This is an optimization exercise on Yosys and OpenROAD, whose aim is small area and a short achievable clock period, not a production implementation.
At most, simulation tests tie the RTL to the original design; equivalence was not proved.
No activity file was given, so power comes from the tool's default toggle rates.

// sha256_pipe3
module sha256_pipe3 ( clk, state, state2, data, hash );
	input clk;
	input [255:0] state, state2;
	input [511:0] data;
	output reg [255:0] hash;
	localparam [31:0] K0 = 32'h428a2f98;
	localparam [31:0] K1 = 32'h71374491;
	localparam [31:0] K2 = 32'hb5c0fbcf;
	function [31:0] f_E0;
		input [31:0] x;
		f_E0 = {x[1:0],x[31:2]} ^ {x[12:0],x[31:13]} ^ {x[21:0],x[31:22]};
	endfunction
	function [31:0] f_E1;
		input [31:0] x;
		f_E1 = {x[5:0],x[31:6]} ^ {x[10:0],x[31:11]} ^ {x[24:0],x[31:25]};
	endfunction
	function [31:0] f_ch;
		input [31:0] x, y, z;
		f_ch = z ^ (x & (y ^ z));
	endfunction
	function [31:0] f_maj;
		input [31:0] x, y, z;
		f_maj = (x & y) | (z & (x | y));
	endfunction
	function [63:0] csa;
		input [31:0] x, y, z;
		begin
			csa[31:0]  = x ^ y ^ z;
			csa[63:32] = {((x[30:0] & y[30:0]) | (z[30:0] & (x[30:0] | y[30:0]))), 1'b0};
		end
	endfunction
	wire [31:0] i_a = state[31:0];
	wire [31:0] i_b = state[63:32];
	wire [31:0] i_c = state[95:64];
	wire [31:0] i_d = state[127:96];
	wire [31:0] i_e = state[159:128];
	wire [31:0] i_f = state[191:160];
	wire [31:0] i_g = state[223:192];
	wire [31:0] i_h = state[255:224];
	wire [31:0] w0 = data[31:0];
	wire [31:0] w1 = data[63:32];
	wire [31:0] w2 = data[95:64];
	wire [63:0] r0_p = csa(i_h, w0, K0);
	wire [63:0] r0_q = csa(r0_p[31:0], r0_p[63:32], f_ch(i_e, i_f, i_g));
	wire [63:0] r0_t = csa(r0_q[31:0], r0_q[63:32], f_E1(i_e));        
	wire [63:0] r0_e = csa(r0_t[31:0], r0_t[63:32], i_d);               
	wire [63:0] r0_u = csa(r0_t[31:0], f_E0(i_a), f_maj(i_a, i_b, i_c));
	wire [63:0] r0_a = csa(r0_u[31:0], r0_u[63:32], r0_t[63:32]);      
	reg [31:0] s1_a, s1_b, s1_c, s1_e, s1_f, s1_h1, s1_h2;
	reg [63:0] s1_e1, s1_a1;
	always @(posedge clk) begin
		s1_a  <= i_a;
		s1_b  <= i_b;
		s1_c  <= i_c;
		s1_e  <= i_e;
		s1_f  <= i_f;
		s1_e1 <= r0_e;
		s1_a1 <= r0_a;
		s1_h1 <= i_g + w1 + K1;
		s1_h2 <= i_f + w2 + K2;
	end
	reg [31:0] s2_a, s2_b, s2_c, s2_e, s2_f, s2_e1, s2_a1, s2_h1, s2_h2;
	always @(posedge clk) begin
		s2_a  <= s1_a;
		s2_b  <= s1_b;
		s2_c  <= s1_c;
		s2_e  <= s1_e;
		s2_f  <= s1_f;
		s2_e1 <= s1_e1[31:0] + s1_e1[63:32];
		s2_a1 <= s1_a1[31:0] + s1_a1[63:32];
		s2_h1 <= s1_h1;
		s2_h2 <= s1_h2;
	end
	wire [31:0] r1_ch = f_ch(s2_e1, s2_e, s2_f);
	wire [63:0] r1_p  = csa(s2_h1, s2_c, r1_ch);
  ...
Size: about 2300 flip-flops, about 0.077 mm2 of cells after synthesis.
Settings: LEC_CHECK=0, CAP_MARGIN=20, CORE_MARGIN=2, CORE_UTILIZATION=65, CTS_BUF_LIST=sky130_fd_sc_hd__clkbuf_8 sky130_fd_sc_hd__clkbuf_4, CTS_CLUSTER_DIAMETER=60, CTS_CLUSTER_SIZE=30, PLACE_DENSITY=0.75, SETUP_SLACK_MARGIN=1.8, SLEW_MARGIN=20; clock period 4.2 ns.
run.sh (not shown) runs the stock make flow with config.mk's settings and CLKGATE_MAP_FILE= SYNTH_SCRIPT=/design/flow/synth_recipe.tcl, a recipe that flattens the netlist after the stock synthesis.
The starting point aborted during I/O pin placement (3_2_place_iop).
Next try:
- CORE_UTILIZATION: 65 -> 40
- CTS_BUF_LIST: sky130_fd_sc_hd__clkbuf_8 sky130_fd_sc_hd__clkbuf_4 -> unset
- CTS_CLUSTER_DIAMETER: 60 -> unset
- CTS_CLUSTER_SIZE: 30 -> unset
- PLACE_DENSITY: 0.75 -> unset
- SETUP_SLACK_MARGIN: 1.8 -> 1.7
With this change the flow completed without violations.
Synthesized area stays the same.
Synthesized cell count is unchanged.
Next try:
==> flow/flow/run.sh (new file) <==
#!/bin/bash
# Standard ORFS flow (standard.sh) with two changes:
#  - synthesis maps the logic with a delay-driven ABC script (flow/map.abc) and does not
#    pre-map adders to full/half-adder cells; registers and names are as in the standard synthesis
#  - port buffers are sky130_fd_sc_hd__buf_2
set -euo pipefail
W=$(pwd)
{
  echo 'proc abc {args} {'
  echo '  set i [lsearch $args -script]'
  echo '  if {$i >= 0} { set args [lreplace $args $i [expr {$i+1}]] }'
  echo "  yosys abc {*}\$args -script $W/flow/map.abc"
  echo '}'
  cat synth_recipe.tcl
} > my_synth.tcl
sed -e "s#SYNTH_SCRIPT=[^ ]*#SYNTH_SCRIPT=$W/my_synth.tcl ADDER_MAP_FILE= MATCH_CELL_FOOTPRINT=0#" standard.sh > my_standard.sh
export BUFFER_PORTS_ARGS="-buffer_cell sky130_fd_sc_hd__buf_2"
bash my_standard.sh > flow_make.log 2>&1
==> flow/flow/map.abc (new file) <==
strash
dch
map -D 1500
buffer -p
upsize -D 1500
dnsize -D 1500
==> flow/standard.sh (new file) <==
#!/bin/bash
# synth_recipe.tcl (not shown) runs the flow's synth.tcl, then flattens the netlist and writes it again
# the make line also repeats each setting of config.mk as NAME=value (left out here)
make -C /OpenROAD-flow-scripts/flow DESIGN_CONFIG=/design/flow/config.mk WORK_HOME=/design/flow/orfs CLKGATE_MAP_FILE= SYNTH_SCRIPT=/design/flow/synth_recipe.tcl "${@:-finish}"
- CTS_BUF_LIST: unset -> sky130_fd_sc_hd__clkbuf_8
- CTS_CLUSTER_DIAMETER: unset -> 45
- CTS_CLUSTER_SIZE: unset -> 20
- SETUP_SLACK_MARGIN: 1.7 -> 1.9
removed: flow/run.sh
=>
- The changed run produced a clean layout
- routed wire length rises by about a fifth
- die area rises by a few percent
- core utilization falls by 3.5 points
Next try:
==> flow/flow/map.abc (replaced) <==
strash
dch
map -D 1200
buffer -p
upsize -D 1200
dnsize -D 1200
The new run passed the timing, DRC and antenna checks.
Utilization drops by 2.2 points.
Cell area climbs by about 1.8%.
Clock-buffer cell count drops by 3.
Synthesized cell count climbs by 11%.
Hold slack is better by 20 ps.
Power climbs by 1.4%.
Clock power barely changes.
Next try:
==> flow/run.sh (new file) <==
#!/bin/bash
# synth_recipe.tcl (not shown) runs the flow's synth.tcl, then flattens the netlist and writes it again
# the make line also repeats each setting of config.mk as NAME=value (left out here)
make -C /OpenROAD-flow-scripts/flow DESIGN_CONFIG=/design/flow/config.mk WORK_HOME=/design/flow/orfs CLKGATE_MAP_FILE= SYNTH_SCRIPT=/design/flow/synth_recipe.tcl finish
- CTS_BUF_LIST: sky130_fd_sc_hd__clkbuf_8 -> unset
- CTS_CLUSTER_DIAMETER: 45 -> unset
- CTS_CLUSTER_SIZE: 20 -> unset
- SETUP_SLACK_MARGIN: 1.9 -> unset
removed: flow/flow/run.sh
removed: flow/flow/map.abc
removed: flow/standard.sh
Effect: The changed run completed with no timing, DRC or antenna violations. Non-clock buffer count falls by 37. Clock power rises by 37%. Final cell count falls by 31%. Hold slack gets better by 180 ps. Routed wire length falls by 36%. Clock-buffer cell count rises by 48.
Next try:
==> flow/flow/run.sh (new file) <==
#!/bin/bash
# Standard ORFS flow (standard.sh) with two changes:
#  - synthesis maps the logic with a delay-driven ABC script (flow/map.abc) and does not
#    pre-map adders to full/half-adder cells; registers and names are as in the standard synthesis
#  - port buffers are sky130_fd_sc_hd__buf_2
set -euo pipefail
W=$(pwd)
{
  echo 'proc abc {args} {'
  echo '  set i [lsearch $args -script]'
  echo '  if {$i >= 0} { set args [lreplace $args $i [expr {$i+1}]] }'
  echo "  yosys abc {*}\$args -script $W/flow/map.abc"
  echo '}'
  cat synth_recipe.tcl
} > my_synth.tcl
sed -e "s#SYNTH_SCRIPT=[^ ]*#SYNTH_SCRIPT=$W/my_synth.tcl ADDER_MAP_FILE=#" standard.sh > my_standard.sh
export BUFFER_PORTS_ARGS="-buffer_cell sky130_fd_sc_hd__buf_2"
bash my_standard.sh > flow_make.log 2>&1
==> flow/flow/map.abc (new file) <==
strash
dch
map -D 1500
buffer -p
upsize -D 1500
dnsize -D 1500
==> flow/standard.sh (new file) <==
#!/bin/bash
# synth_recipe.tcl (not shown) runs the flow's synth.tcl, then flattens the netlist and writes it again
# the make line also repeats each setting of config.mk as NAME=value (left out here)
make -C /OpenROAD-flow-scripts/flow DESIGN_CONFIG=/design/flow/config.mk WORK_HOME=/design/flow/orfs CLKGATE_MAP_FILE= SYNTH_SCRIPT=/design/flow/synth_recipe.tcl "${@:-finish}"
- CTS_BUF_LIST: unset -> sky130_fd_sc_hd__clkbuf_8
- CTS_CLUSTER_DIAMETER: unset -> 45
- CTS_CLUSTER_SIZE: unset -> 20
- SETUP_SLACK_MARGIN: unset -> 1.8
removed: flow/run.sh
After rerunning: The changed run produced a clean layout. Combinational power goes up by about a fifth. Wire length goes up by a quarter to a third. Cell area increases by a few percent.

---

Another version of the RTL of sha256_pipe3 (not shown whole).
For scale: roughly 2300 flip-flops.
clock: 4.2 ns
lec_check: 0
cap_margin: 20
core_margin: 2
core_utilization: 40
cts_buf_list: sky130_fd_sc_hd__clkbuf_16
cts_cluster_diameter: 50
cts_cluster_size: 32
setup_slack_margin: 1.9
slew_margin: 20
standard.sh (not shown) runs the stock make flow with config.mk's settings and CLKGATE_MAP_FILE= SYNTH_SCRIPT=/design/flow/synth_recipe.tcl, a recipe that flattens the netlist after the stock synthesis.
==> flow/flow/run.sh <==
#!/bin/bash
# Standard ORFS flow (standard.sh) with two changes:
#  - synthesis maps the logic with a delay-driven ABC script (flow/map.abc) and does not
#    pre-map adders to full/half-adder cells; registers and names are as in the standard synthesis
#  - port buffers are sky130_fd_sc_hd__buf_2
set -euo pipefail
W=$(pwd)
{
  echo 'proc abc {args} {'
  echo '  set i [lsearch $args -script]'
  echo '  if {$i >= 0} { set args [lreplace $args $i [expr {$i+1}]] }'
  echo "  yosys abc {*}\$args -script $W/flow/map.abc"
  echo '}'
  cat synth_recipe.tcl
} > my_synth.tcl
sed -e "s#SYNTH_SCRIPT=[^ ]*#SYNTH_SCRIPT=$W/my_synth.tcl ADDER_MAP_FILE= MATCH_CELL_FOOTPRINT=0#" standard.sh > my_standard.sh
export BUFFER_PORTS_ARGS="-buffer_cell sky130_fd_sc_hd__buf_2"
bash my_standard.sh > flow_make.log 2>&1
==> flow/flow/map.abc <==
strash
&get -n
&dch
&nf -D 1500
&put
buffer -p
upsize -D 1500
dnsize -D 1500
Edit:
==> flow/flow/map.abc (replaced) <==
strash
dch
map -D 1500
buffer -p
upsize -D 1500
dnsize -D 1500
=> The new run finished with timing, DRC and antenna clean. Via count is higher by 12%. Worst hold slack gets worse by 0.0068 ns. Fmax grows by 3.0%. Total power drops by 3.7%. Cell area stays flat. Core utilization went down by 1.1 points. Sequential power is lower by about 2%.
Function was not checked in any run of this note: the RTL went through the layout flow alone.

[re-timing with driven ports]
In the flow no input, the clock included, has a driving cell. The finished layouts below were timed again as built, in two steps. Step 1 assumes that a clkbuf_16 drives the clock port and a buf_2 every other input. Step 2 times the ports against the registers' clock, not the clock port: input delays grow and output delays shrink by t, the midpoint of the rising clock arrivals with the driver on. a / b / c = no drivers / after step 1 / after step 2; a / b = the first two.
run | t (ns) | setup slack, ns | worst hold slack (ns) | slew at the worst register clock pin (ns) | cell pins on the clock port's net
the second run of note 1 | 0.948 | 1.451 / 1.459 / 0.530 | 0.137 / 0.098 / 0.279 | 0.07 / 0.07 | 1
the third run of note 1 | 1.085 | 1.694 / 1.694 / 0.831 | 0.094 / 0.048 / 0.276 | 0.11 / 0.11 | 1
the fourth run of note 1 | 1.126 | 1.638 / 1.697 / 0.584 | 0.114 / 0.049 / 0.300 | 0.12 / 0.12 | 1
the fifth run of note 1 | 0.940 | 0.251 / 0.303 / -0.637 | 0.298 / 0.298 / 0.298 | 0.07 / 0.07 | 1
the sixth run of note 1 | 1.107 | 1.637 / 1.637 / 0.620 | 0.097 / 0.051 / 0.283 | 0.12 / 0.12 | 1
the first run of note 2 | 0.914 | 1.792 / 1.792 / 0.953 | 0.113 / 0.073 / 0.297 | 0.11 / 0.11 | 1
the second run of note 2 | 0.904 | 1.862 / 1.883 / 0.979 | 0.106 / 0.060 / 0.294 | 0.11 / 0.11 | 1
With both steps, setup timing fails in the fifth run of note 1, where it was met with ideal ports. The setup slack of the fourth run of note 1, which loses most, moves by +0.059 ns with the drivers and by -1.054 ns with both steps.
